From an optimization exercise on the open Yosys and OpenROAD flow, aimed at small area; shortcuts taken in it are not production practice. Where RTL was checked, it was by simulation tests only, not by an equivalence proof against the original. Only the layout flow was run in runs 2 and 3; the RTL was not checked for function there.

==> flow/design.v <==
`timescale 1ns / 1ps
module fast_detector(
    input clk,
    input en,
    input [7:0] row_cnt,
    input [8:0] col_cnt,
    input [7:0] f_6,
    input [7:0] f_5,
    input [7:0] f_4,
    input [7:0] f_3,
    input [7:0] f_2,
    input [7:0] f_1,
    input [7:0] f_0,
    output is_FAST
    );
parameter ROW = 240;
parameter COL = 376;
reg [7:0] fast_row_cnt;
reg [8:0] fast_col_cnt;
reg start_cnt;
always @(posedge clk or negedge en) begin
    if (!en) begin
        fast_row_cnt <= 8'd7;
        fast_col_cnt <= 9'd6;
        start_cnt <= 1'b0;
    end
    else begin
        if (start_cnt) begin
            if (fast_col_cnt == COL - 1)
                fast_col_cnt <= 9'd0;
            else
                fast_col_cnt <= fast_col_cnt + 1'b1;
            if (fast_row_cnt == ROW - 1 && fast_col_cnt == COL - 1) begin
                fast_row_cnt <= 8'd0;
                start_cnt <= 1'b0;
            end
            else if (fast_col_cnt == COL - 1)
                fast_row_cnt <= fast_row_cnt + 1'b1;
        end
        else if (row_cnt == 8'd1 && col_cnt == 9'd33) begin
            fast_col_cnt <= 9'd7;
            start_cnt <= 1'b1;
        end
    end
end
reg [7:0] r0_1, r6_1;
reg [7:0] r1_1, r1_2, r5_1, r5_2;
reg [7:0] r2_1, r2_2, r2_3, r3_1, r3_2, r3_3, r4_1, r4_2, r4_3;
always @(posedge clk or negedge en) begin
    if (!en) begin
        r0_1 <= 8'd0; r6_1 <= 8'd0;
        r1_1 <= 8'd0; r1_2 <= 8'd0; r5_1 <= 8'd0; r5_2 <= 8'd0;
        r2_1 <= 8'd0; r2_2 <= 8'd0; r2_3 <= 8'd0;
        r3_1 <= 8'd0; r3_2 <= 8'd0; r3_3 <= 8'd0;
        r4_1 <= 8'd0; r4_2 <= 8'd0; r4_3 <= 8'd0;
    end
    else begin
        r0_1 <= f_0; r6_1 <= f_6;
        r1_1 <= f_1; r1_2 <= r1_1; r5_1 <= f_5; r5_2 <= r5_1;
        r2_1 <= f_2; r2_2 <= r2_1; r2_3 <= r2_2;
        r3_1 <= f_3; r3_2 <= r3_1; r3_3 <= r3_2;
        r4_1 <= f_4; r4_2 <= r4_1; r4_3 <= r4_2;
    end
end
function [1:0] cls;    
    input [7:0] p;
    input [7:0] c;
    begin
        cls[1] = {1'b0, p} > ({1'b0, c} + 9'd25);
        cls[0] = ({1'b0, p} + 9'd25) < {1'b0, c};
    end
endfunction
wire [1:0] k0  = cls(f_0,  f_3);
wire [1:0] k8  = cls(f_6,  f_3);
wire [1:0] k9  = cls(r6_1, f_3);
wire [1:0] k15 = cls(r0_1, f_3);
wire [1:0] k10 = cls(r5_2, f_3);
wire [1:0] k14 = cls(r1_2, f_3);
wire [1:0] k11 = cls(r4_3, f_3);
wire [1:0] k12 = cls(r3_3, f_3);
wire [1:0] k13 = cls(r2_3, f_3);
wire [1:0] k1  = cls(f_0, r3_1);
wire [1:0] k7  = cls(f_6, r3_1);
wire [1:0] k2  = cls(f_1, r3_2);
wire [1:0] k6  = cls(f_5, r3_2);
wire [1:0] k3  = cls(f_2, r3_3);
wire [1:0] k4  = cls(f_3, r3_3);
wire [1:0] k5  = cls(f_4, r3_3);
reg [17:0] s0_1, s0_2, s0_3;    
reg [3:0]  s1_1, s1_2;          
reg [3:0]  s2_1;                
always @(posedge clk or negedge en) begin
    if (!en) begin
        s0_1 <= 18'd0; s0_2 <= 18'd0; s0_3 <= 18'd0;
        s1_1 <= 4'd0; s1_2 <= 4'd0; s2_1 <= 4'd0;
    end
    else begin
        s0_1 <= {k0, k15, k14, k13, k12, k11, k10, k9, k8};
        s0_2 <= s0_1; s0_3 <= s0_2;
        s1_1 <= {k7, k1}; s1_2 <= s1_1;
        s2_1 <= {k6, k2};
    end
end
wire [31:0] ring_w;
assign ring_w[1:0]   = s0_3[17:16];
assign ring_w[3:2]   = s1_2[1:0];
assign ring_w[5:4]   = s2_1[1:0];
assign ring_w[7:6]   = k3;
assign ring_w[9:8]   = k4;
assign ring_w[11:10] = k5;
assign ring_w[13:12] = s2_1[3:2];
assign ring_w[15:14] = s1_2[3:2];
assign ring_w[31:16] = s0_3[15:0];
wire [15:0] rb, rd;
genvar gi;
generate for (gi = 0; gi < 16; gi = gi + 1) begin: g_unpack
    assign rb[gi] = ring_w[2*gi+1];
    assign rd[gi] = ring_w[2*gi];
end endgenerate
function fast_f;
    input [15:0] b;
    input [15:0] d;
    integer j;
    reg [3:0] cnt;
    reg pb, pd, cb, cd, hit;
    begin
        cnt = 4'd0; hit = 1'b0; pb = 1'b0; pd = 1'b0;
        for (j = 0; j < 24; j = j + 1) begin
            cb = b[j % 16]; cd = d[j % 16];
            if (((cnt == 4'd0) && (cb | cd)) || (pb && cb) || (pd && cd))
                cnt = (cnt == 4'd9) ? 4'd9 : cnt + 4'd1;
            else
                cnt = 4'd0;
            if (cnt == 4'd9) hit = 1'b1;
            pb = cb; pd = cd;
        end
        fast_f = hit;
    end
endfunction
wire corner = fast_f(rb, rd);
reg [24:0] dly;
always @(posedge clk or negedge en) begin
    if (!en) dly <= 25'd0;
    else dly <= {dly[23:0], corner};
end
assign is_FAST = dly[24] && (fast_row_cnt >= 8'd7 && fast_row_cnt <= 8'd231 && fast_col_cnt >= 9'd7 && fast_col_cnt <= 9'd367);
endmodule
==> flow/run.sh <==
#!/bin/bash
# synth_recipe.tcl (not shown) runs the flow's synth.tcl, then flattens the netlist and writes it again
# the make line also repeats each setting of config.mk as NAME=value (left out here)
make -C /OpenROAD-flow-scripts/flow DESIGN_CONFIG=/design/flow/config.mk WORK_HOME=/design/flow/orfs CLKGATE_MAP_FILE= SYNTH_SCRIPT=/design/flow/synth_recipe.tcl finish
==> flow/config.mk <==
export PLATFORM = sky130hd
export DESIGN_NAME = fast_detector
export DESIGN_NICKNAME = fast_detector
export VERILOG_FILES = /design/flow/design.v
export SDC_FILE = /design/flow/constraint.sdc
export NUM_CORES = 4
export LEC_CHECK = 0
export CAP_MARGIN = 20
export CORE_MARGIN = 2
export CORE_UTILIZATION = 40
export SLEW_MARGIN = 20
==> flow/constraint.sdc <==
create_clock -name core_clock -period 5.0 [get_ports {clk}]
set_input_delay 1.0000 -clock core_clock [delete_from_list [all_inputs] [get_ports {clk}]]
set_output_delay 1.0000 -clock core_clock [all_outputs]
set_load 0.01 [all_outputs]
==> flow_summary.yaml, run 1 <==
run_status:
  status: "finished with violations"
  failed_checks: "negative setup slack"
setup_path:
  start_kind: "register"
  worstPathArrival_ns: 18.14
  critPathMostFrequentCell: "buf_4"
  required_ns: 5.47
  end_kind: "register"
  cp_max_fo: 6
  crit_buf_inv: 29
  setup.worst_path.class: "reg -> reg"
  crit_family: "compound AO/OA/AOI/OAI gates"
  cp_slowest_stage_delay_ns: 0.44
  r2r-start: "s1_2[0]"
  worstSetupStartpoint: "s1_2[0]"
  critPathSlowestCell: "dfrtp_2"
clocking:
  cts_hold_buf: 0
  cts_tree: "built"
  clock_path_buffers: 3
  clockRootBuffer: "clkbuf_16"
  clk_pin_slew_ns: 0.07
  htreeDepth: 1
  cts_sinks: 229
  cts_buffers: 25
  clk_latency_ns: 0.56
drt:
  drtPass1Iterations: 6
  ant_nets: 0
  viasPerCell: 5.39
  drt_iter0_drc: 882
  totalWireLength_mm: 52.9
  drc: 0
  detail_route.wl_per_cell_um: 17.7
  vias: 16100
sta:
  finalSetupViolCount: 1
  worst_slew_pin_slew_ns: 0.731
  hold_viol: 0
  rsz0062_at_grt: "yes"
  slew_headroom_pct: 50.8
  setup_tns_ns: -12.68
  finalMaxSlewViolations: 0
  layout_setup_ws_ns: -12.68
  fmaxAchievable_ghz: 0.0566
  fin_skew_ns: 0.0208
  finalCriticalPeriod_ns: 17.68
  post-route-period-util_pct: 354
floorplan:
  rows: 77
  fp.dieH_um: 215
  core_um2: 44100
  die_x_um: 215
  io_pins: 76
  dieArea_um2: 46300
  initial_core_util_pct: 40.4
synthesis:
  synth_top_area_cell: "dfrtp_1"
  ys_warn_count: 1
  ys_top_cells_by_area: "dfrtp_1, ha_1, o21ai_0"
  synth_top_area_share_pct: 31.4
  synth_ff_type: "dfrtp_1"
  synth_seq_area_share_pct: 32.2
  synth-edff-count: 0
  async_flop_share_pct: 100
  synth_nets: 2203
  avgSynthCellArea_um2: 9.78
  syn_area_um2: 17800
  synth-seq-cells: 229
  synth_cells: 1825
  synth.distinct_cells: 125
final_layout:
  drive_gt1_share_pct: 32.2
  finalNonFillerCells: 2995
  fillCellCount: 3906
  diodes: 0
  fin_util_pct: 56.3
  layout.nets: 2763
  syn2layout_area_growth_pct: 39.4
global_route:
  grt_max_degree: 104
  grt_pass1_vias: 16900
  grt_first_pass_wirelength_mm: 85.7
  grt_usage_pct: 22.8
  antenna_found_initial: 0
  grt.overflow.total: 0
hold_path:
  hold_class: "reg -> reg"
  hp-start: "s0_2[17]"
job:
  max_cap_viol_count: 0
place:
  gp_congestion: 0.910
  port_buffers: 75
  pre_cts_ws_ns: -13.87
  dpl.hpwl_mm: 41.2
  placed_cells: 2884
==> routing by layer <==
layer	global-route usage, %	share of wire (%)	up-vias
met5	0	0	-
met4	9.66	4.3	0
met3	2.59	3.9	127
met2	40.8	49	347
met1	27.7	43	7754
li1	-	-	7918
==> worst paths after layout <==
path | endpoint | slack [ns] | cells after the start
setup reg to reg | dly[0] | -12.68 | 107
setup / recovery | dly[0] | -12.68 | 107
hold / removal | s0_3[17] | 0.34 | 0
max in group asynchronous | fast_row_cnt[2] | 3.55 | 2
hold reg to reg | s0_3[17] | 0.34 | 0
min in group asynchronous | dly[0] | 0.45 | 1
==> cell families (layout without fill, tap and decap cells) <==
family | count (synthesis) | count (layout) | synth area share [%]
and+or+nand+nor | 559 | 559 | 17.6
AOI/OAI and AO/OA | 479 | 479 | 19.5
adders and majority gates | 303 | 303 | 21.2
DFF | 229 | 229 | 32.2
buffers and inverters | 124 | 702 | 2.68
xor gates and xnor gates | 118 | 118 | 5.95
muxes | 13 | 13 | 0.870
==> synth_stat cells, types with 7 or more instances <==
cell type	number
a22oi_1	14
o21ai_1	7
dfrtp_1	224
o21a_1	34
and3_1	26
a211oi_1	21
nor2_1	74
or3_1	11
a211o_1	9
nor3b_1	11
o31a_1	8
o211ai_1	16
clkbuf_1	7
nor4_1	11
a311oi_1	7
inv_1	108
ha_1	303
nand3_1	66
a21o_1	9
o21ai_0	104
nand2_1	87
nand4_1	42
nand2b_1	67
o31ai_1	10
xor2_1	59
nor2b_1	62
a41o_1	8
mux2i_1	7
nor3_1	29
xnor2_1	56
and2_1	16
a21oi_1	103
a22o_1	10
==> flip-flops by register name, summed over array words and instances, names as in the netlist, 8 cells and up <==
register,cells
dly,25
s0_1,18
s0_2,18
s0_3,18
fast_col_cnt,9
fast_row_cnt,8
r0_1,8
r1_1,8
r1_2,8
r2_1,8
r2_2,8
r2_3,8
r3_1,8
r3_2,8
r3_3,8
r4_1,8
r4_2,8
r4_3,8
r5_1,8
r5_2,8
r6_1,8
==> what timing repair did <==
item,4_1_cts,5_1_grt
pin swaps,85,39
resized for setup,99,31
setup buffers,62,5
setup endpoints to repair,1,1
cloned,0,0
endpoints found under the hold margin,0,0
==> layout by cell type (no fill, tap or decap), types with 9 or more instances in the layout <==
cell / instances
nor2_1: 67
inv_2: 10
and3_1: 23
xnor2_1: 56
dfrtp_1: 220
inv_1: 101
a211oi_1: 12
o21a_1: 34
ha_4: 16
o211ai_1: 16
nor3_2: 9
nand2b_1: 62
a21o_1: 9
nand2_2: 10
a21oi_1: 90
o21ai_0: 91
nor3_1: 20
xor2_1: 59
nor2b_1: 61
nand3_1: 50
a22oi_1: 12
nand4_1: 42
a21oi_2: 14
and2_1: 15
a22o_1: 10
clkbuf_16: 25
a211oi_2: 13
buf_4: 461
nand3_2: 12
o21ai_2: 14
clkdlybuf4s50_1: 65
ha_2: 13
ha_1: 274
a211o_1: 9
o31ai_1: 9
nand2_1: 76
==> area by class of cell <==
class | instances | area, um2 | area share [%]
multi-input combinational | 1472 | 12700 | 51.3
timing repair buffer | 544 | 4300 | 17.3
clock buffer | 30 | 684 | 2.75
inverter | 113 | 430 | 1.73
sequential | 229 | 5740 | 23.1
clock inverter | 15 | 216 | 0.871
tap | 592 | 741 | 2.98
==> per-stage QoR <==
stage	hold WS [ns]	cell area, um2
2_1_floorplan	0.331	18500
3_3_place_gp	0.332	23000
3_5_place_dp	0.335	23000
4_1_cts	0.345	24700
5_1_grt	0.353	24900
6_report	0.343	24900
==> run 2: changes to the inputs <==
--- a/flow/design.v
+++ b/flow/design.v
@@ -64,26 +64,52 @@
 end
+function cy8;
+    input [7:0] a;
+    input [7:0] b;
+    integer i;
+    reg g;
+    begin
+        g = 1'b0;
+        for (i = 0; i < 8; i = i + 1)
+            g = (a[i] & b[i]) | ((a[i] | b[i]) & g);
+        cy8 = g;
+    end
+endfunction
+function [17:0] thr;
+    input [7:0] c;
+    reg [8:0] tb, td;
+    begin
+        tb = {1'b0, c} + 9'd25;
+        td = {1'b0, c} - 9'd26;
+        thr = {~tb[8], ~tb[7:0], ~td[8], ~td[7:0]};
+    end
+endfunction
 function [1:0] cls;    
     input [7:0] p;
-    input [7:0] c;
+    input [17:0] t;
     begin
-        cls[1] = {1'b0, p} > ({1'b0, c} + 9'd25);
-        cls[0] = ({1'b0, p} + 9'd25) < {1'b0, c};
+        cls[1] = t[17] & cy8(p, t[16:9]);
+        cls[0] = t[8] & ~cy8(p, t[7:0]);
     end
 endfunction
-wire [1:0] k0  = cls(f_0,  f_3);
-wire [1:0] k8  = cls(f_6,  f_3);
-wire [1:0] k9  = cls(r6_1, f_3);
-wire [1:0] k15 = cls(r0_1, f_3);
-wire [1:0] k10 = cls(r5_2, f_3);
-wire [1:0] k14 = cls(r1_2, f_3);
-wire [1:0] k11 = cls(r4_3, f_3);
-wire [1:0] k12 = cls(r3_3, f_3);
-wire [1:0] k13 = cls(r2_3, f_3);
-wire [1:0] k1  = cls(f_0, r3_1);
-wire [1:0] k7  = cls(f_6, r3_1);
-wire [1:0] k2  = cls(f_1, r3_2);
-wire [1:0] k6  = cls(f_5, r3_2);
-wire [1:0] k3  = cls(f_2, r3_3);
-wire [1:0] k4  = cls(f_3, r3_3);
-wire [1:0] k5  = cls(f_4, r3_3);
+wire [17:0] t0 = thr(f_3);
+wire [17:0] t1 = thr(r3_1);
+wire [17:0] t2 = thr(r3_2);
+wire [17:0] t3 = thr(r3_3);
+wire [1:0] k0  = cls(f_0, t0);
+wire [1:0] k8  = cls(f_6, t0);
+wire [1:0] k9  = cls(r6_1, t0);
+wire [1:0] k15 = cls(r0_1, t0);
+wire [1:0] k10 = cls(r5_2, t0);
+wire [1:0] k14 = cls(r1_2, t0);
+wire [1:0] k11 = cls(r4_3, t0);
+wire [1:0] k12;            
+wire [1:0] k13 = cls(r2_3, t0);
+wire [1:0] k1  = cls(f_0, t1);
+wire [1:0] k7  = cls(f_6, t1);
+wire [1:0] k2  = cls(f_1, t2);
+wire [1:0] k6  = cls(f_5, t2);
+wire [1:0] k3  = cls(f_2, t3);
+wire [1:0] k4  = cls(f_3, t3);
+assign k12 = {k4[0], k4[1]};
+wire [1:0] k5  = cls(f_4, t3);
 reg [17:0] s0_1, s0_2, s0_3;    
@@ -122,15 +148,18 @@
     input [15:0] d;
-    integer j;
-    reg [3:0] cnt;
-    reg pb, pd, cb, cd, hit;
+    integer i, j;
+    reg a, hit, allb, alld;
     begin
-        cnt = 4'd0; hit = 1'b0; pb = 1'b0; pd = 1'b0;
-        for (j = 0; j < 24; j = j + 1) begin
-            cb = b[j % 16]; cd = d[j % 16];
-            if (((cnt == 4'd0) && (cb | cd)) || (pb && cb) || (pd && cd))
-                cnt = (cnt == 4'd9) ? 4'd9 : cnt + 4'd1;
+        hit = 1'b0;
+        a = 1'b0;
+        for (i = 0; i < 16; i = i + 1) begin
+            if (i == 0)
+                a = b[0] | d[0];
             else
-                cnt = 4'd0;
-            if (cnt == 4'd9) hit = 1'b1;
-            pb = cb; pd = cd;
+                a = (b[i] | d[i]) & ~(a & ((b[i-1] & d[i]) | (d[i-1] & b[i])));
+            allb = 1'b1; alld = 1'b1;
+            for (j = 0; j < 9; j = j + 1) begin
+                allb = allb & b[(i + j) % 16];
+                alld = alld & d[(i + j) % 16];
+            end
+            hit = hit | (a & (allb | alld));
         end
==> flow_summary.yaml, run 2 <==
run_status:
  status: "timing/DRC/antenna clean"
sta:
  post-route-period-util_pct: 86.7
  finalCriticalPeriod_ns: 4.34
  setup_tns_ns: 0
  fin_skew_ns: 0.00728
  finalSetupViolCount: 0
  worst_slew_pin_slew_ns: 0.955
  finalMaxSlewViolations: 0
  slew_headroom_pct: 36.2
  rsz0062_at_grt: "no"
  fmaxAchievable_ghz: 0.231
  hold_viol: 0
floorplan:
  core_um2: 27100
  fp.dieH_um: 170
  rows: 60
  die_x_um: 170
  io_pins: 76
  dieArea_um2: 29000
  initial_core_util_pct: 40.8
clocking:
  cts_tree: "built"
  cts_hold_buf: 0
  cts_buffers: 25
  ctsResizeCount: 0
  clk_latency_ns: 0.51
  htreeDepth: 1
  clk_pin_slew_ns: 0.06
  post_cts_buffers: 0
  cts_sinks: 229
  clock_path_buffers: 3
  clockRootBuffer: "clkbuf_16"
final_layout:
  fin_util_pct: 48.4
  diodes: 0
  top_register: "dly"
  largest_reg_flops: 25
  layout.nets: 1206
  layout_common_cells: "dfrtp_1, maj3_1, nand2_1"
  syn2layout_area_growth_pct: 18.6
  drive_gt1_share_pct: 7.41
  final_common_cell: "dfrtp_1"
place:
  dpl.hpwl_mm: 19.4
  port_buffers: 75
  gp_congestion: 0.962
drt:
  vias: 8149
  ant_nets: 0
  drc: 0
  drt_iter0_drc: 536
  detail_route.wl_per_cell_um: 17.3
  viasPerCell: 5.41
  totalWireLength_mm: 26.0
  drtPass1Iterations: 5
synthesis:
  synth_nets: 1118
  synth.most_common_cell: "dfrtp_1"
  synth_top_area_share_pct: 50.6
  synth-seq-cells: 229
  ys_top_cells_by_area: "dfrtp_1, maj3_1, a21oi_1"
  synth.distinct_cells: 75
  synth-edff-count: 0
  syn_area_um2: 11100
  synth_common_cells: "dfrtp_1, maj3_1, nand2_1"
  avgSynthCellArea_um2: 10.8
  synth_seq_area_share_pct: 51.8
  synth_cells: 1029
  ys_warn_count: 1
  synth_ff_type: "dfrtp_1"
  async_flop_share_pct: 100
  synth_top_area_cell: "dfrtp_1"
hold_path:
  hold_class: "reg -> reg"
setup_path:
  required_ns: 5.37
  cp_max_fo: 6
  setup.worst_path.class: "in -> reg"
  start_kind: "input port"
  worstPathArrival_ns: 4.71
  end_kind: "register"
global_route:
  antenna_found_initial: 0
  grt_usage_pct: 18.5
  grt_max_degree: 142
  grt_first_pass_wirelength_mm: 43.4
  grt_pass1_vias: 8194
  grt.overflow.total: 0
job:
  max_cap_viol_count: 0
## run 2: changes by cell type after synthesis, moves of 50 or more
cell / previous run / this run
o21ai_0: 104 / 46
nor2b_1: 62 / 12
inv_1: 108 / 27
maj3_1: 0 / 130
nand2b_1: 67 / 3
ha_1: 303 / 14
## run 2: worst paths after layout
path / startpoint / endpoint / slack [ns] / cells past startpoint
setup / recovery: f_2[0] / dly[0] / 0.66 / 12
min in group asynchronous: en / fast_row_cnt[7] / 0.43 / 1
hold / removal: s1_1[2] / s1_2[2] / 0.34 / 0
hold reg to reg: s1_1[2] / s1_2[2] / 0.34 / 0
max in group asynchronous: en / fast_row_cnt[2] / 3.74 / 2
setup reg to reg: r3_3[2] / dly[0] / 0.71 / 12
## run 2: through the flow
step | instance area (um2) | worst slack (ns) | instances | hold WS (ns)
floorplan | 11100 | 1.25 | 1029 | 0.331
global placement | 12300 | 0.238 | 1461 | 0.331
detailed placement | 12300 | 0.249 | 1461 | 0.335
CTS | 13100 | 0.729 | 1505 | 0.346
global route | 13100 | 0.408 | 1506 | 0.350
finish | 13100 | 0.664 | 1506 | 0.341
## run 2: kinds of logic (layout without fill, tap and decap cells)
family / count (synthesis) / in the layout / share of synthesized area [%]
fa+ha+maj: 153 / 153 / 14.3
buf+inv: 57 / 162 / 2.14
flops: 229 / 229 / 51.8
simple gates: 294 / 294 / 13.1
xor+xnor: 48 / 48 / 3.87
mux: 5 / 5 / 0.509
compound gates: 243 / 243 / 14.3
## run 2: routing by layer
| layer | track usage [%] | routed length (um) | up-vias |
|---|---|---|---|
| met4 | 5.31 | 698 | 0 |
| met3 | 2.33 | 1090 | 47 |
| li1 | - | - | 3950 |
| met5 | 0 | 0 | - |
| met2 | 31.3 | 12500 | 205 |
| met1 | 25.1 | 11700 | 3947 |
## run 2: layout make-up
cell class | instances | area, um2
inverter | 29 | 109
tap | 372 | 465
multi-input combinational | 743 | 5100
clock buffer | 29 | 661
timing repair buffer | 89 | 893
fill | 2504 | 14000
clock inverter | 15 | 165
sequential | 229 | 5740
## run 2: worst max-delay path, stage by stage
cell and delay, ns:
clkdlybuf4s50_1 0.48, nor2b_1 0.16, o221a_2 0.22, a2111oi_0 0.57, nor2_1 0.16, o41ai_1 0.71, nor2_1 0.29, o21bai_1 0.35
a211oi_4 0.11, o31ai_1 0.33, mux2i_1 0.23, nand4_1 0.11
==> run 3: changes to the inputs <==
--- a/flow/config.mk
+++ b/flow/config.mk
@@ -10,2 +10,3 @@
 export CORE_UTILIZATION = 40
+export CTS_BUF_LIST = sky130_fd_sc_hd__clkbuf_4
 export SLEW_MARGIN = 20
==> flow_summary.yaml, run 3 <==
synthesis:
  synth-seq-cells: 229
  ys_top_cells_by_area: "dfrtp_1, maj3_1, a21oi_1"
  syn_area_um2: 11100
  synth.most_common_cell: "dfrtp_1"
  synth_top_area_cell: "dfrtp_1"
  ys_warn_count: 1
  synth_ff_type: "dfrtp_1"
  async_flop_share_pct: 100
  avgSynthCellArea_um2: 10.8
  synth_nets: 1118
  synth_cells: 1029
  synth.distinct_cells: 75
  synth-edff-count: 0
  synth_seq_area_share_pct: 51.8
  synth_common_cells: "dfrtp_1, maj3_1, nand2_1"
  synth_top_area_share_pct: 50.6
place:
  gp_congestion: 0.962
  port_buffers: 75
  dpl.hpwl_mm: 19.4
  placed_cells: 1461
  pre_cts_ws_ns: 0.249
  placed_area_um2: 12300
setup_path:
  setup.worst_path.class: "reg -> reg"
  required_ns: 5.51
  r2r-start: "r3_3[2]"
  cp_max_fo: 9
  end_kind: "register"
  start_kind: "register"
  rr_worst_depth: 12
  regToRegSetupSlack_ns: 0.67
  worstReg2RegEnd: "dly[0]"
  worstPathArrival_ns: 4.84
final_layout:
  layout_common_cells: "dfrtp_1, maj3_1, clkbuf_4"
  largest_reg_flops: 25
  final_cell_area_um2: 13000
  drive_gt1_share_pct: 11.6
  final_common_cell: "dfrtp_1"
  diodes: 0
  syn2layout_area_growth_pct: 17.8
  multiInputGateArea_um2: 5100
  fillCellCount: 2571
  fin_util_pct: 48.1
  register_area_um2: 5740
  layout.nets: 1240
  finalNonFillerCells: 1566
  top_register: "dly"
clocking:
  cts_sinks: 229
  cts_tree: "built"
  htreeDepth: 2
  cts_hold_buf: 0
  ctsResizeCount: 0
  cts_buffers: 59
  clk_latency_ns: 0.67
  post_cts_buffers: 0
  clock_path_buffers: 3
  clockRootBuffer: "clkbuf_4"
  clk_pin_slew_ns: 0.07
floorplan:
  dieArea_um2: 29000
  core_um2: 27100
  rows: 60
  die_x_um: 170
  fp.dieH_um: 170
  initial_core_util_pct: 40.8
  io_pins: 76
global_route:
  grt_usage_pct: 18.8
  grt_max_degree: 142
  grt.overflow.total: 0
  grt_first_pass_wirelength_mm: 43.7
  grt_pass1_vias: 8451
  antenna_found_initial: 0
sta:
  worst_slew_pin_slew_ns: 0.958
  hold_viol: 0
  rsz0062_at_grt: "no"
  slew_headroom_pct: 36.0
  fin_skew_ns: 0.0299
  layout_setup_ws_ns: 0.665
  post-route-period-util_pct: 86.7
  finalSetupViolCount: 0
  setup_tns_ns: 0
  finalMaxSlewViolations: 0
  fmaxAchievable_ghz: 0.231
  finalCriticalPeriod_ns: 4.33
drt:
  detail_route.wl_per_cell_um: 16.7
  viasPerCell: 5.34
  vias: 8356
  drt_iter0_drc: 538
  drtPass1Iterations: 5
  drc: 0
  totalWireLength_mm: 26.1
  ant_nets: 0
hold_path:
  hold_class: "in -> async"
run_status:
  status: "timing/DRC/antenna clean"
job:
  max_cap_viol_count: 0
-- run 3: cell types whose count changed in the layout (fill, tap and decap cells not counted) --
cell / before / now
inv_8: 1 / 0
clkbuf_8: 2 / 0
inv_6: 3 / 0
clkinv_4: 2 / 1
bufinv_16: 2 / 0
clkinv_1: 0 / 8
clkbuf_4: 0 / 90
clkinv_2: 1 / 4
clkbuf_1: 2 / 0
clkbuf_16: 25 / 0
clkinvlp_4: 6 / 1
-- run 3: worst max path at each step --
stage	start	to	slack, ns	cells past startpoint
4_1_cts	r3_3[1]	dly[0]	0.71	12
3_3_place_gp	f_2[0]	dly[0]	0.24	12
3_5_place_dp	f_2[0]	dly[0]	0.25	12
2_1_floorplan	f_3[1]	s0_1[10]	1.25	10
6_report	r3_3[2]	dly[0]	0.67	12
5_1_grt	r3_3[2]	dly[0]	0.38	12
-- run 3: layer usage --
| metal | share of wire (%) | track usage, % |
|---|---|---|
| met3 | 4.6 | 3.19 |
| met1 | 45 | 24.8 |
| met2 | 48 | 31.2 |
| met5 | 0 | 0 |
| met4 | 2.5 | 6.47 |
-- run 3: through the flow --
step           hold slack (ns)
2_1_floorplan            0.331
3_3_place_gp             0.331
3_5_place_dp             0.335
4_1_cts                  0.321
5_1_grt                  0.169
6_report                 0.205
-- run 3: critical path: stages (launching register included) --
cell	delay (ns)
dfrtp_1	0.54
inv_1	0.08
ha_1	0.38
o221a_2	0.31
a2111oi_0	0.57
nor2_1	0.16
o41ai_1	0.71
nor2_1	0.28
o21bai_1	0.34
a211oi_4	0.11
o31ai_1	0.33
mux2i_1	0.23
nand4_1	0.11
-- run 3: logic make-up (layout without fill, tap and decap cells) --
kind of cell | Yosys count | in the layout | share of synthesized area, %
AO/OA/AOI/OAI | 243 | 243 | 14.3
XOR/XNOR | 48 | 48 | 3.87
adder cells (fa/ha/maj) | 153 | 153 | 14.3
buffers and inverters | 57 | 222 | 2.14
flip-flops | 229 | 229 | 51.8
multiplexers | 5 | 5 | 0.509
AND/OR/NAND/NOR | 294 | 294 | 13.1
-- run 3: layout make-up --
type | count | area share [%]
Sequential cell | 229 | 44.0
Multi-Input combinational cell | 743 | 39.1
Inverter | 29 | 0.835
Clock buffer | 90 | 5.18
Tap cell | 372 | 3.57
Clock inverter | 14 | 0.508
Timing Repair Buffer | 89 | 6.85
==> run 4: changes to the inputs <==
--- a/flow/design.v
+++ b/flow/design.v
@@ -64,3 +64,3 @@
 end
-function cy8;
+function gt8;
     input [7:0] a;
@@ -72,4 +72,4 @@
         for (i = 0; i < 8; i = i + 1)
-            g = (a[i] & b[i]) | ((a[i] | b[i]) & g);
-        cy8 = g;
+            g = (a[i] & ~b[i]) | ((a[i] | ~b[i]) & g);
+        gt8 = g;
     end
@@ -82,3 +82,3 @@
         td = {1'b0, c} - 9'd26;
-        thr = {~tb[8], ~tb[7:0], ~td[8], ~td[7:0]};
+        thr = {~tb[8], tb[7:0], ~td[8], td[7:0]};
     end
@@ -89,4 +89,4 @@
     begin
-        cls[1] = t[17] & cy8(p, t[16:9]);
-        cls[0] = t[8] & ~cy8(p, t[7:0]);
+        cls[1] = t[17] & gt8(p, t[16:9]);
+        cls[0] = t[8] & ~gt8(p, t[7:0]);
     end
@@ -104,3 +104,3 @@
 wire [1:0] k11 = cls(r4_3, t0);
-wire [1:0] k12;            
+wire [1:0] k12 = cls(r3_3, t0);
 wire [1:0] k13 = cls(r2_3, t0);
@@ -112,3 +112,2 @@
 wire [1:0] k4  = cls(f_3, t3);
-assign k12 = {k4[0], k4[1]};
 wire [1:0] k5  = cls(f_4, t3);
--- a/flow/config.mk
+++ b/flow/config.mk
@@ -10,3 +10,2 @@
 export CORE_UTILIZATION = 40
-export CTS_BUF_LIST = sky130_fd_sc_hd__clkbuf_4
 export SLEW_MARGIN = 20
==> flow_summary.yaml, run 4 <==
global_route:
  grt_pass1_vias: 7911
  grt_first_pass_wirelength_mm: 43.6
  grt_usage_pct: 18.9
  grt_max_degree: 116
  grt.overflow.total: 0
  antenna_found_initial: 0
synthesis:
  synth_ff_type: "dfrtp_1"
  synth_top_area_share_pct: 50.1
  async_flop_share_pct: 100
  yosys.area_share.simple_pct: 12.4
  synth-edff-count: 0
  synth_common_cells: "dfrtp_1, maj3_1, nand2_1"
  synth_nets: 1088
  synth.most_common_cell: "dfrtp_1"
  ys_warn_count: 1
  synth_seq_area_share_pct: 51.2
  avgSynthCellArea_um2: 11.2
  synth_top_area_cell: "dfrtp_1"
  synth_top_family_by_area: "adder cells"
  synth_cells: 999
  synthAdderAreaFrac_pct: 15.3
  synth_mux_area_share_pct: 0.279
  synth.distinct_cells: 91
  synth-compound-area-share_pct: 14.8
  synth-seq-cells: 229
  ys_top_cells_by_area: "dfrtp_1, maj3_1, maj3_2"
  syn_area_um2: 11200
  synth_xor_area_share_pct: 3.66
setup_path:
  required_ns: 5.37
  worstPathArrival_ns: 4.65
  start_kind: "register"
  end_kind: "register"
  setup.worst_path.class: "reg -> reg"
  cp_max_fo: 15
final_layout:
  top_register: "dly"
  layout_common_cells: "dfrtp_1, maj3_1, clkdlybuf4s50_1"
  layout.nets: 1173
  drive_gt1_share_pct: 13.2
  largest_reg_flops: 25
  diodes: 0
  fillCellCount: 2493
  final_common_cell: "dfrtp_1"
  syn2layout_area_growth_pct: 18.4
  finalNonFillerCells: 1481
  register_area_um2: 5740
  multiInputGateArea_um2: 5200
drt:
  viasPerCell: 5.36
  detail_route.wl_per_cell_um: 18.3
  totalWireLength_mm: 27.1
  vias: 7933
  ant_nets: 0
  drc: 0
  drt_iter0_drc: 508
  drtPass1Iterations: 5
floorplan:
  die_x_um: 171
  io_pins: 76
  dieArea_um2: 29400
  core_um2: 27700
  initial_core_util_pct: 40.4
  rows: 61
  fp.dieH_um: 171
hold_path:
  hold_class: "reg -> reg"
sta:
  slew_headroom_pct: 30.4
  rsz0062_at_grt: "no"
  hold_viol: 0
  finalMaxSlewViolations: 0
  worst_slew_pin_slew_ns: 1.04
  fin_skew_ns: 0.0107
  finalCriticalPeriod_ns: 4.27
  post-route-period-util_pct: 85.4
  finalSetupViolCount: 0
  setup_tns_ns: 0
  fmaxAchievable_ghz: 0.234
place:
  placed_cells: 1433
  port_buffers: 75
  gp_congestion: 0.869
  dpl.hpwl_mm: 20.6
clocking:
  clock_path_buffers: 3
  clk_latency_ns: 0.52
  cts_buffers: 27
  clockRootBuffer: "clkbuf_16"
  cts_sinks: 229
  htreeDepth: 1
  cts_tree: "built"
  post_cts_buffers: 0
  ctsResizeCount: 0
  cts_hold_buf: 0
  clk_pin_slew_ns: 0.07
job:
  max_cap_viol_count: 0
run_status:
  status: "timing/DRC/antenna clean"
## run 4: changes by cell type after synthesis, sizes merged, moves of 6 or more
cell,before,now
o221ai,8,2
nand3,35,22
nor4,13,6
nor3,18,12
inv,29,19
nand4,9,18
maj3,139,149
nand2,83,73
## run 4: area by class of cell
cell class	count	area share, %
clock inverters	18	1.72
clock buffers	30	5.26
repair buffers	87	6.47
well taps	378	3.57
multi-input cells	720	39.2
inverters	19	0.538
flip-flops and latches	229	43.3
## run 4: kinds of logic (layout without fill, tap and decap cells)
group,count (synthesis),count (layout)
compound gates,237,237
xor+xnor,46,46
fa+ha+maj,163,163
buf+inv,50,154
flops,229,229
mux,3,3
simple gates,271,271
## run 4: final timing paths
check                               from         endpoint  slack, ns  cells after the start
worst max-delay path             r3_3[1]           dly[0]       0.73                     12
worst min register to register  s0_2[12]         s0_3[12]       0.34                      0
worst min-delay path            s0_2[12]         s0_3[12]       0.34                      0
min in group asynchronous             en  fast_row_cnt[4]       0.54                      1
max in group asynchronous             en          r2_2[5]       3.46                      2
worst max register to register   r3_3[1]           dly[0]       0.73                     12
## run 4: per-layer routing
metal | GRT usage (%) | vias up | wire [um]
li1 | - | 3853 | -
met1 | 24.1 | 3825 | 11900
met2 | 32.8 | 196 | 13200
met3 | 2.74 | 59 | 1030
met4 | 6.93 | 0 | 1000
met5 | 0 | - | 0
## run 4: critical path, stage by stage, from the launching register on
cell	delay [ns]
dfrtp_1	0.68
ha_1	0.39
a21oi_1	0.12
xnor2_1	0.53
maj3_1	0.26
o21ai_0	0.29
a221oi_4	0.59
a22o_2	0.27
o211ai_1	0.14
a2111oi_2	0.34
o211ai_1	0.15
nor4_1	0.25
o211ai_1	0.13
## run 4: through the flow
step                      setup WS, ns  area (um2)  util (%)  hold slack (ns)
after floorplan                   1.17       11200         -            0.331
after global placement           0.437       12300      44.5            0.332
after detailed placement         0.415       12300      44.5            0.335
after CTS                        0.847       13300      47.9            0.345
after global routing             0.517       13300      47.9            0.350
final                            0.728       13300      47.9            0.342
==> run 5: changes to the inputs <==
--- a/flow/design.v
+++ b/flow/design.v
@@ -64,3 +64,3 @@
 end
-function gt8;
+function cy8;
     input [7:0] a;
@@ -72,4 +72,4 @@
         for (i = 0; i < 8; i = i + 1)
-            g = (a[i] & ~b[i]) | ((a[i] | ~b[i]) & g);
-        gt8 = g;
+            g = (a[i] & b[i]) | ((a[i] | b[i]) & g);
+        cy8 = g;
     end
@@ -82,3 +82,3 @@
         td = {1'b0, c} - 9'd26;
-        thr = {~tb[8], tb[7:0], ~td[8], td[7:0]};
+        thr = {~tb[8], ~tb[7:0], ~td[8], ~td[7:0]};
     end
@@ -89,4 +89,4 @@
     begin
-        cls[1] = t[17] & gt8(p, t[16:9]);
-        cls[0] = t[8] & ~gt8(p, t[7:0]);
+        cls[1] = t[17] & cy8(p, t[16:9]);
+        cls[0] = t[8] & ~cy8(p, t[7:0]);
     end
@@ -95,3 +95,2 @@
 wire [17:0] t1 = thr(r3_1);
-wire [17:0] t2 = thr(r3_2);
 wire [17:0] t3 = thr(r3_3);
@@ -104,3 +103,3 @@
 wire [1:0] k11 = cls(r4_3, t0);
-wire [1:0] k12 = cls(r3_3, t0);
+wire [1:0] k12;            
 wire [1:0] k13 = cls(r2_3, t0);
@@ -108,6 +107,7 @@
 wire [1:0] k7  = cls(f_6, t1);
-wire [1:0] k2  = cls(f_1, t2);
-wire [1:0] k6  = cls(f_5, t2);
+wire [1:0] k2  = cls(r1_1, t3);
+wire [1:0] k6  = cls(r5_1, t3);
 wire [1:0] k3  = cls(f_2, t3);
 wire [1:0] k4  = cls(f_3, t3);
+assign k12 = {k4[0], k4[1]};
 wire [1:0] k5  = cls(f_4, t3);
@@ -115,3 +115,2 @@
 reg [3:0]  s1_1, s1_2;          
-reg [3:0]  s2_1;                
 always @(posedge clk or negedge en) begin
@@ -119,3 +118,3 @@
         s0_1 <= 18'd0; s0_2 <= 18'd0; s0_3 <= 18'd0;
-        s1_1 <= 4'd0; s1_2 <= 4'd0; s2_1 <= 4'd0;
+        s1_1 <= 4'd0; s1_2 <= 4'd0;
     end
@@ -125,3 +124,2 @@
         s1_1 <= {k7, k1}; s1_2 <= s1_1;
-        s2_1 <= {k6, k2};
     end
@@ -131,3 +129,3 @@
 assign ring_w[3:2]   = s1_2[1:0];
-assign ring_w[5:4]   = s2_1[1:0];
+assign ring_w[5:4]   = k2;
 assign ring_w[7:6]   = k3;
@@ -135,3 +133,3 @@
 assign ring_w[11:10] = k5;
-assign ring_w[13:12] = s2_1[3:2];
+assign ring_w[13:12] = k6;
 assign ring_w[15:14] = s1_2[3:2];
@@ -144,2 +142,23 @@
 end endgenerate
+function [15:0] all9;
+    input [15:0] v;
+    reg [7:0] sa, pb, sb, pa;    
+    integer i;
+    begin
+        sa[7] = v[7];  pa[0] = v[0];
+        sb[7] = v[15]; pb[0] = v[8];
+        for (i = 6; i >= 0; i = i - 1) begin
+            sa[i] = sa[i+1] & v[i];
+            sb[i] = sb[i+1] & v[i+8];
+        end
+        for (i = 1; i < 8; i = i + 1) begin
+            pa[i] = pa[i-1] & v[i];
+            pb[i] = pb[i-1] & v[i+8];
+        end
+        for (i = 0; i < 8; i = i + 1) begin
+            all9[i]   = sa[i] & pb[i];
+            all9[i+8] = sb[i] & pa[i];
+        end
+    end
+endfunction
 function fast_f;
@@ -147,18 +166,14 @@
     input [15:0] d;
-    integer i, j;
-    reg a, hit, allb, alld;
+    integer i;
+    reg [15:0] run, a;
+    reg hit;
     begin
+        run = all9(b) | all9(d);
         hit = 1'b0;
-        a = 1'b0;
         for (i = 0; i < 16; i = i + 1) begin
             if (i == 0)
-                a = b[0] | d[0];
+                a[i] = b[0] | d[0];
             else
-                a = (b[i] | d[i]) & ~(a & ((b[i-1] & d[i]) | (d[i-1] & b[i])));
-            allb = 1'b1; alld = 1'b1;
-            for (j = 0; j < 9; j = j + 1) begin
-                allb = allb & b[(i + j) % 16];
-                alld = alld & d[(i + j) % 16];
-            end
-            hit = hit | (a & (allb | alld));
+                a[i] = (b[i] | d[i]) & ~(a[i-1] & ((b[i-1] & d[i]) | (d[i-1] & b[i])));
+            hit = hit | (a[i] & run[i]);
         end
==> flow/flow/run.sh (new file) <==
#!/bin/bash
# Standard layout, with two changes to how it is built:
#  - ports are buffered with the smallest buffer (buf_1) instead of the default pick
#  - clock tree: sink clusters sized for the flop clock-pin slew limit, no dummy loads
set -euo pipefail
export BUFFER_PORTS_ARGS="-buffer_cell sky130_fd_sc_hd__buf_1"
export CTS_ARGS="-sink_clustering_enable -repair_clock_nets -dont_use_dummy_load -buf_list sky130_fd_sc_hd__clkbuf_16 -sink_clustering_size 28 -sink_clustering_max_diameter 80"
bash standard.sh finish > standard_flow.log 2>&1
==> flow/standard.sh (new file) <==
#!/bin/bash
# synth_recipe.tcl (not shown) runs the flow's synth.tcl, then flattens the netlist and writes it again
# the make line also repeats each setting of config.mk as NAME=value (left out here)
make -C /OpenROAD-flow-scripts/flow DESIGN_CONFIG=/design/flow/config.mk WORK_HOME=/design/flow/orfs CLKGATE_MAP_FILE= SYNTH_SCRIPT=/design/flow/synth_recipe.tcl "${@:-finish}"
removed: flow/run.sh
==> flow_summary.yaml, run 5 <==
run_status:
  status: "timing/DRC/antenna clean"
place:
  placed_area_um2: 11600
  dpl.hpwl_mm: 20.2
  gp_congestion: 0.881
  port_buffers: 75
hold_path:
  hp-start: "dly[9]"
  hold_class: "reg -> reg"
drt:
  detail_route.wl_per_cell_um: 18.9
  viasPerCell: 5.65
  drc: 0
  ant_nets: 0
  drt_iter0_drc: 443
  vias: 8032
  totalWireLength_mm: 26.8
  drtPass1Iterations: 6
sta:
  fin_skew_ns: 0.0520
  finalSetupViolCount: 0
  hold_viol: 0
  slew_headroom_pct: 32.1
  finalCriticalPeriod_ns: 4.52
  worst_slew_pin_slew_ns: 1.01
  post-route-period-util_pct: 90.4
  setup_tns_ns: 0
  rsz0062_at_grt: "no"
  fmaxAchievable_ghz: 0.221
  finalMaxSlewViolations: 0
synthesis:
  synth_mux_area_share_pct: 0.676
  synth_top_area_share_pct: 50.4
  avgSynthCellArea_um2: 10.8
  synth-compound-area-share_pct: 17.2
  syn_area_um2: 10900
  synth.distinct_cells: 92
  ys_warn_count: 1
  synth_xor_area_share_pct: 3.33
  ys_top_cells_by_area: "dfrtp_1, maj3_1, nand2_1"
  synth_ff_type: "dfrtp_1"
  synth_cells: 1014
  synth-seq-cells: 225
  synth-edff-count: 0
  synth_common_cells: "dfrtp_1, maj3_1, nand2_1"
  synth.most_common_cell: "dfrtp_1"
  synth_seq_area_share_pct: 51.6
  synth_top_family_by_area: "compound AO/OA/AOI/OAI gates"
  async_flop_share_pct: 100
  synthAdderAreaFrac_pct: 11.9
  yosys.area_share.simple_pct: 12.5
  synth_nets: 1100
  synth_top_area_cell: "dfrtp_1"
clocking:
  cts_tree: "built"
  cts_sinks: 225
  cts_buffers: 15
  clk_pin_slew_ns: 0.10
  clockRootBuffer: "clkbuf_16"
  clock_path_buffers: 3
  htreeDepth: 1
  post_cts_buffers: 0
  clk_latency_ns: 0.50
setup_path:
  required_ns: 5.37
  r2r-start: "r3_3[3]"
  path_cells: "o21ai_1, xnor2_1, nor2_1, a221oi_2, a21oi_2, and4b_1, o32a_1, a31o_1, a21oi_4, nor3_2, o311ai_4, mux2_2, o311ai_2"
  worstPathArrival_ns: 4.89
  cp_slowest_stage_delay_ns: 0.78
  crit_family: "compound AO/OA/AOI/OAI gates"
  critPathSlowestCell: "xnor2_1"
  setup.worst_path.class: "reg -> reg"
  cp_max_fo: 14
  end_kind: "register"
  worstSetupStartpoint: "r3_3[3]"
  start_kind: "register"
  crit_buf_inv: 0
global_route:
  grt.overflow.total: 0
  grt_pass1_vias: 7864
  grt_max_degree: 114
  grt_first_pass_wirelength_mm: 43.6
  antenna_found_initial: 0
  grt_usage_pct: 19.2
final_layout:
  syn2layout_area_growth_pct: 9.65
  layout.nets: 1168
  top_register: "dly"
  drive_gt1_share_pct: 6.67
  largest_reg_flops: 25
  layout_common_cells: "dfrtp_1, maj3_1, nand2_1"
  final_cell_area_um2: 12000
  diodes: 0
  final_common_cell: "dfrtp_1"
floorplan:
  fp.dieH_um: 169
  core_um2: 26900
  dieArea_um2: 28600
  rows: 60
  die_x_um: 169
  io_pins: 76
  initial_core_util_pct: 40.6
job:
  max_cap_viol_count: 0
run 5: cell types whose count changed after synthesis, sizes merged, moves of 10 or more:
cell | before | now
o22ai | 22 | 11
a31oi | 12 | 22
maj3 | 149 | 116
inv | 19 | 37
nand2 | 73 | 85
nor2 | 61 | 72
run 5: metal layers:
layer	vias up	wire length [um]	global-route usage [%]	part of all wire [%]
met5	-	0	0	0
met4	0	794	5.98	3.0
met3	50	1280	2.80	4.8
met2	212	13000	32.2	49
met1	3932	11700	25.7	44
li1	3838	-	-	-
run 5: cell families after synthesis:
family | after synthesis
fa+ha+maj | 127
simple gates | 279
mux | 7
xor+xnor | 39
compound gates | 264
buf+inv | 73
flops | 225
run 5: per-stage QoR:
step	utilization, %	hold slack (ns)	setup WS, ns	instances
after floorplan	-	0.331	0.922	1014
after global placement	43.0	0.331	0.467	1406
after detailed placement	43.1	0.335	0.287	1406
after CTS	44.5	0.333	0.243	1421
after global routing	44.5	0.335	0.0836	1421
final	44.5	0.330	0.481	1421
run 5: repair_timing:
item | in CTS | in global routing
setup endpoints to repair | 0 | 1
hold buffers | 0 | 0
endpoints found under the hold margin | 0 | 0
resized for setup | 0 | 1
run 5: layout make-up:
cell class                      count  area, um2
Fill cell                        2560      14900
Timing Repair Buffer               86        380
Multi-Input combinational cell    716       5010
Clock buffer                       15        375
Tap cell                          341        427
Sequential cell                   225       5640
Inverter                           38        143
run 5: worst paths after layout:
check                          end  slack (ns)  depth (start not counted)
setup / recovery            dly[0]        0.48                         13
hold / removal             dly[10]        0.33                          0
setup reg to reg            dly[0]        0.48                         13
hold reg to reg            dly[10]        0.33                          0
max in group asynchronous  r2_3[1]        3.57                          2
min in group asynchronous  dly[18]        0.46                          1
==> run 6: changes to the inputs <==
--- a/flow/flow/run.sh
+++ b/flow/flow/run.sh
@@ -6,3 +6,3 @@
 export BUFFER_PORTS_ARGS="-buffer_cell sky130_fd_sc_hd__buf_1"
-export CTS_ARGS="-sink_clustering_enable -repair_clock_nets -dont_use_dummy_load -buf_list sky130_fd_sc_hd__clkbuf_16 -sink_clustering_size 28 -sink_clustering_max_diameter 80"
+export CTS_ARGS="-sink_clustering_enable -repair_clock_nets -dont_use_dummy_load -buf_list sky130_fd_sc_hd__clkbuf_8 -sink_clustering_size 16 -sink_clustering_max_diameter 60"
 bash standard.sh finish > standard_flow.log 2>&1
==> flow_summary.yaml, run 6 <==
setup_path:
  start_kind: "register"
  end_kind: "register"
  cp_slowest_stage_delay_ns: 0.56
  required_ns: 5.43
  critPathSlowestCell: "dfrtp_1"
  crit_buf_inv: 1
  rr_worst_depth: 15
  path_cells: "inv_1, ha_1, nand3b_2, xnor2_2, a211oi_1, a2111oi_0, a211oi_2, o21bai_1, o311a_1, a31o_1, a21oi_4, nor3_2, o311ai_4, mux2_2, o311ai_2"
  setup.worst_path.class: "reg -> reg"
  cp_max_fo: 12
  worstPathArrival_ns: 4.93
  crit_family: "compound AO/OA/AOI/OAI gates"
  cp.depth: 15
place:
  port_buffers: 75
  placed_cells: 1406
  gp_congestion: 0.881
  dpl.hpwl_mm: 20.2
clocking:
  clk_pin_slew_ns: 0.10
  cts_sinks: 225
  clk_latency_ns: 0.57
  htreeDepth: 1
  cts_tree: "built"
  post_cts_buffers: 0
  cts_hold_buf: 0
  clockRootBuffer: "clkbuf_8"
  ctsResizeCount: 0
  cts_buffers: 24
  clock_path_buffers: 3
synthesis:
  synth.distinct_cells: 92
  avgSynthCellArea_um2: 10.8
  synth_ff_type: "dfrtp_1"
  synth_top_area_share_pct: 50.4
  synth-seq-cells: 225
  synth_top_area_cell: "dfrtp_1"
  synth_common_cells: "dfrtp_1, maj3_1, nand2_1"
  syn_area_um2: 10900
  synth-edff-count: 0
  synth_seq_area_share_pct: 51.6
  async_flop_share_pct: 100
  ys_top_cells_by_area: "dfrtp_1, maj3_1, nand2_1"
  synth_nets: 1100
  ys_warn_count: 1
  synth.most_common_cell: "dfrtp_1"
  synth_cells: 1014
global_route:
  grt_usage_pct: 19.3
  antenna_found_initial: 0
  grt_max_degree: 114
  grt.overflow.total: 0
  grt_first_pass_wirelength_mm: 43.9
  grt_pass1_vias: 7915
floorplan:
  die_x_um: 169
  dieArea_um2: 28600
  io_pins: 76
  rows: 60
  core_um2: 26900
  initial_core_util_pct: 40.6
  fp.dieH_um: 169
final_layout:
  multiInputGateArea_um2: 5010
  finalNonFillerCells: 1430
  layout.nets: 1177
  drive_gt1_share_pct: 7.44
  top_register: "dly"
  final_common_cell: "dfrtp_1"
  largest_reg_flops: 25
  register_area_um2: 5640
  layout_common_cells: "dfrtp_1, maj3_1, nand2_1"
  fillCellCount: 2579
  diodes: 0
  syn2layout_area_growth_pct: 9.24
drt:
  drc: 0
  viasPerCell: 5.64
  drt_iter0_drc: 524
  vias: 8059
  detail_route.wl_per_cell_um: 18.9
  drtPass1Iterations: 6
  totalWireLength_mm: 27.0
  ant_nets: 0
hold_path:
  hold_class: "reg -> reg"
  hold_depth: 0
sta:
  finalCriticalPeriod_ns: 4.50
  setup_tns_ns: 0
  rsz0062_at_grt: "no"
  slew_headroom_pct: 31.7
  finalMaxSlewViolations: 0
  post-route-period-util_pct: 90.0
  finalSetupViolCount: 0
  fmaxAchievable_ghz: 0.222
  hold_viol: 0
  worst_slew_pin_slew_ns: 1.02
  fin_skew_ns: 0.0622
run_status:
  status: "timing/DRC/antenna clean"
job:
  max_cap_viol_count: 0
-- run 6: cell families (layout without fill, tap and decap cells) --
logic type	count (synthesis)	in the layout	synth area share [%]
simple gates	279	279	12.5
compound gates	264	264	17.2
flops	225	225	51.6
fa+ha+maj	127	127	11.9
buf+inv	73	148	2.74
xor+xnor	39	39	3.33
mux	7	7	0.676
-- run 6: final timing paths --
path,startpoint,end,slack (ns)
max in group asynchronous,en,r3_3[5],3.62
setup reg to reg,r3_3[2],dly[0],0.50
hold reg to reg,r4_2[7],r4_3[7],0.30
min in group asynchronous,en,fast_col_cnt[3],0.37
hold / removal,r4_2[7],r4_3[7],0.30
setup / recovery,r3_3[2],dly[0],0.50
-- run 6: cell type report --
cell class | count | share of cell area, %
flip-flops and latches | 225 | 47.3
multi-input cells | 716 | 42.0
well taps | 341 | 3.58
repair buffers | 86 | 3.19
clock buffers | 24 | 2.77
inverters | 38 | 1.20
-- run 6: through the flow --
step	util (%)	setup slack, ns	cell area (um2)	hold slack [ns]
2_1_floorplan	-	0.922	10900	0.331
3_3_place_gp	43.0	0.467	11600	0.331
3_5_place_dp	43.1	0.287	11600	0.335
4_1_cts	44.3	0.288	11900	0.294
5_1_grt	44.4	0.106	11900	0.296
6_report	44.4	0.501	11900	0.300
-- run 6: per-layer routing --
metal | track usage, % | up-vias | routed length, um
met5 | 0 | - | 0
met4 | 6.47 | 0 | 902
met3 | 2.45 | 60 | 1240
met2 | 32.5 | 212 | 13100
met1 | 25.8 | 3937 | 11700
li1 | - | 3850 | -
==> run 7: changes to the inputs <==
--- a/flow/flow/run.sh
+++ b/flow/flow/run.sh
@@ -3,2 +3,3 @@
 #  - ports are buffered with the smallest buffer (buf_1) instead of the default pick
+#  - cells on paths with slack are downsized after global routing
 #  - clock tree: sink clusters sized for the flop clock-pin slew limit, no dummy loads
@@ -7,2 +8,3 @@
 export CTS_ARGS="-sink_clustering_enable -repair_clock_nets -dont_use_dummy_load -buf_list sky130_fd_sc_hd__clkbuf_8 -sink_clustering_size 16 -sink_clustering_max_diameter 60"
+export RECOVER_POWER=100
 bash standard.sh finish > standard_flow.log 2>&1
==> flow_summary.yaml, run 7 <==
run_status:
  failed_checks: "max-capacitance violations, max-slew violations"
  status: "finished with violations"
drt:
  totalWireLength_mm: 27.0
  drtPass1Iterations: 5
  drc: 0
  ant_nets: 0
  viasPerCell: 5.67
  detail_route.wl_per_cell_um: 18.9
  drt_iter0_drc: 481
  vias: 8108
sta:
  fin_skew_ns: 0.0651
  hold_slack_ns: 0.298
  hold_viol: 0
  finalCriticalPeriod_ns: 4.58
  rsz0062_at_grt: "no"
  fmaxAchievable_ghz: 0.219
  finalMaxSlewViolations: 232
  finalSetupViolCount: 0
  setup_tns_ns: 0
  slew_headroom_pct: -62.0
  worst_slew_pin_slew_ns: 2.43
  post-route-period-util_pct: 91.5
clocking:
  cts_hold_buf: 0
  cts_buffers: 24
  ctsResizeCount: 0
  cts_sinks: 225
  clock_path_buffers: 3
  clk_pin_slew_ns: 0.10
  post_cts_buffers: 0
  clk_latency_ns: 0.57
  cts_tree: "built"
  htreeDepth: 1
  clockRootBuffer: "clkbuf_8"
final_layout:
  diodes: 0
  top_register: "dly"
  layout_common_cells: "dfrtp_1, maj3_1, nand2_1"
  final_common_cell: "dfrtp_1"
  fillCellCount: 2594
  largest_reg_flops: 25
  syn2layout_area_growth_pct: 8.76
  drive_gt1_share_pct: 6.61
  layout.nets: 1177
floorplan:
  io_pins: 76
  initial_core_util_pct: 40.6
  die_x_um: 169
  core_um2: 26900
  fp.dieH_um: 169
  rows: 60
  dieArea_um2: 28600
place:
  port_buffers: 75
  gp_congestion: 0.881
  dpl.hpwl_mm: 20.2
setup_path:
  worstPathArrival_ns: 5.01
  rr_worst_depth: 14
  end_kind: "register"
  required_ns: 5.43
  cp_max_fo: 12
  setup.worst_path.class: "reg -> reg"
  start_kind: "register"
synthesis:
  synth_nets: 1100
  ys_top_cells_by_area: "dfrtp_1, maj3_1, nand2_1"
  synth.most_common_cell: "dfrtp_1"
  ys_warn_count: 1
  synth_cells: 1014
  synth_top_area_share_pct: 50.4
  synth_top_area_cell: "dfrtp_1"
  async_flop_share_pct: 100
  synth.distinct_cells: 92
  synth_common_cells: "dfrtp_1, maj3_1, nand2_1"
  synth-edff-count: 0
  syn_area_um2: 10900
  synth_ff_type: "dfrtp_1"
  synth-seq-cells: 225
  avgSynthCellArea_um2: 10.8
  synth_seq_area_share_pct: 51.6
global_route:
  grt_first_pass_wirelength_mm: 43.9
  grt.overflow.total: 0
  grt_pass1_vias: 7915
  antenna_found_initial: 0
  grt_max_degree: 114
  grt_usage_pct: 19.3
hold_path:
  hold_class: "reg -> reg"
  hold_depth: 0
job:
  max_cap_viol_count: 4
## run 7: logic make-up (layout without fill, tap and decap cells)
kind of cell | Yosys count | count (layout) | share of synthesized area [%]
DFF | 225 | 225 | 51.6
AOI/OAI and AO/OA | 264 | 264 | 17.2
buffers and inverters | 73 | 148 | 2.74
xor gates and xnor gates | 39 | 39 | 3.33
adders and majority gates | 127 | 127 | 11.9
and+or+nand+nor | 279 | 279 | 12.5
muxes | 7 | 7 | 0.676
## run 7: worst max-delay path: stages (launching register included)
cell,delay [ns]
dfrtp_1,0.55
ha_1,0.30
a21oi_1,0.14
xnor2_1,0.85
o22ai_1,0.19
o221ai_1,0.29
a32oi_1,0.26
nand2b_1,0.29
o31a_1,0.28
a31o_1,0.23
a21oi_4,0.22
nor3_2,0.11
o311ai_4,0.32
mux2_2,0.38
o311ai_2,0.07
## run 7: routing by layer
metal  vias up  wire length (um)  GRT usage [%]
li1       3853                 -              -
met1      3982             11700           25.8
met2       218             13200           32.5
met3        55              1220           2.45
met4         0               843           6.47
met5         -                 0              0
## run 7: metrics by stage
stage          utilization (%)  cell area [um2]  std cells  worst slack (ns)
6_report                  44.2            11900       1430             0.423
4_1_cts                   44.3            11900       1430             0.288
3_5_place_dp              43.1            11600       1406             0.287
5_1_grt                   44.2            11900       1430            0.0608
2_1_floorplan                -            10900       1014             0.922
3_3_place_gp              43.0            11600       1406             0.467
## run 7: worst paths after layout
check,slack [ns],start,to
worst max-delay path,0.42,r3_3[1],dly[0]
min in group asynchronous,0.79,en,fast_col_cnt[3]
worst min-delay path,0.30,r4_2[7],r4_3[7]
worst max register to register,0.42,r3_3[1],dly[0]
max in group asynchronous,1.07,en,r5_1[5]
worst min register to register,0.30,r4_2[7],r4_3[7]
## run 7: final cells by class
| class | count | area [um2] | share of cell area (%) |
|---|---|---|---|
| inverters | 38 | 143 | 1.20 |
| clock buffers | 24 | 330 | 2.78 |
| flip-flops and latches | 225 | 5640 | 47.5 |
| multi-input cells | 716 | 4990 | 42.0 |
| repair buffers | 86 | 347 | 2.92 |
| well taps | 341 | 427 | 3.59 |

static timing again, ports no longer ideal:
Ports are ideal in the flow. The routed layouts listed here were re-timed in OpenROAD.
Step 1, drivers: a clkbuf_16 drives clk and a buf_2 each remaining input, both assumed.
Step 2 times the ports against the registers' clock, not the clock port: input delays grow and output delays shrink by t, the midpoint of the rising clock arrivals with the driver on.
a / b / c = ideal ports / drivers / drivers and shift; a / b = the first two.
run | shift t [ns] | setup WS [ns] | worst register clock-pin slew, ns
run 1 | 0.597 | -12.676 / -12.676 / -13.218 | 0.07 / 0.07
run 2 | 0.548 | 0.664 / 0.686 / 0.138 | 0.07 / 0.07
run 3 | 0.695 | 0.665 / 0.665 / 0.106 | 0.07 / 0.07
run 4 | 0.562 | 0.728 / 0.728 / 0.408 | 0.07 / 0.07
run 5 | 0.526 | 0.481 / 0.481 / 0.481 | 0.10 / 0.10
run 6 | 0.577 | 0.501 / 0.501 / 0.501 | 0.10 / 0.10
run 7 | 0.577 | 0.423 / 0.423 / 0.303 | 0.10 / 0.10
The setup slack of run 3, which loses most, moves by 0.000 ns with the drivers and by -0.559 ns with both steps.
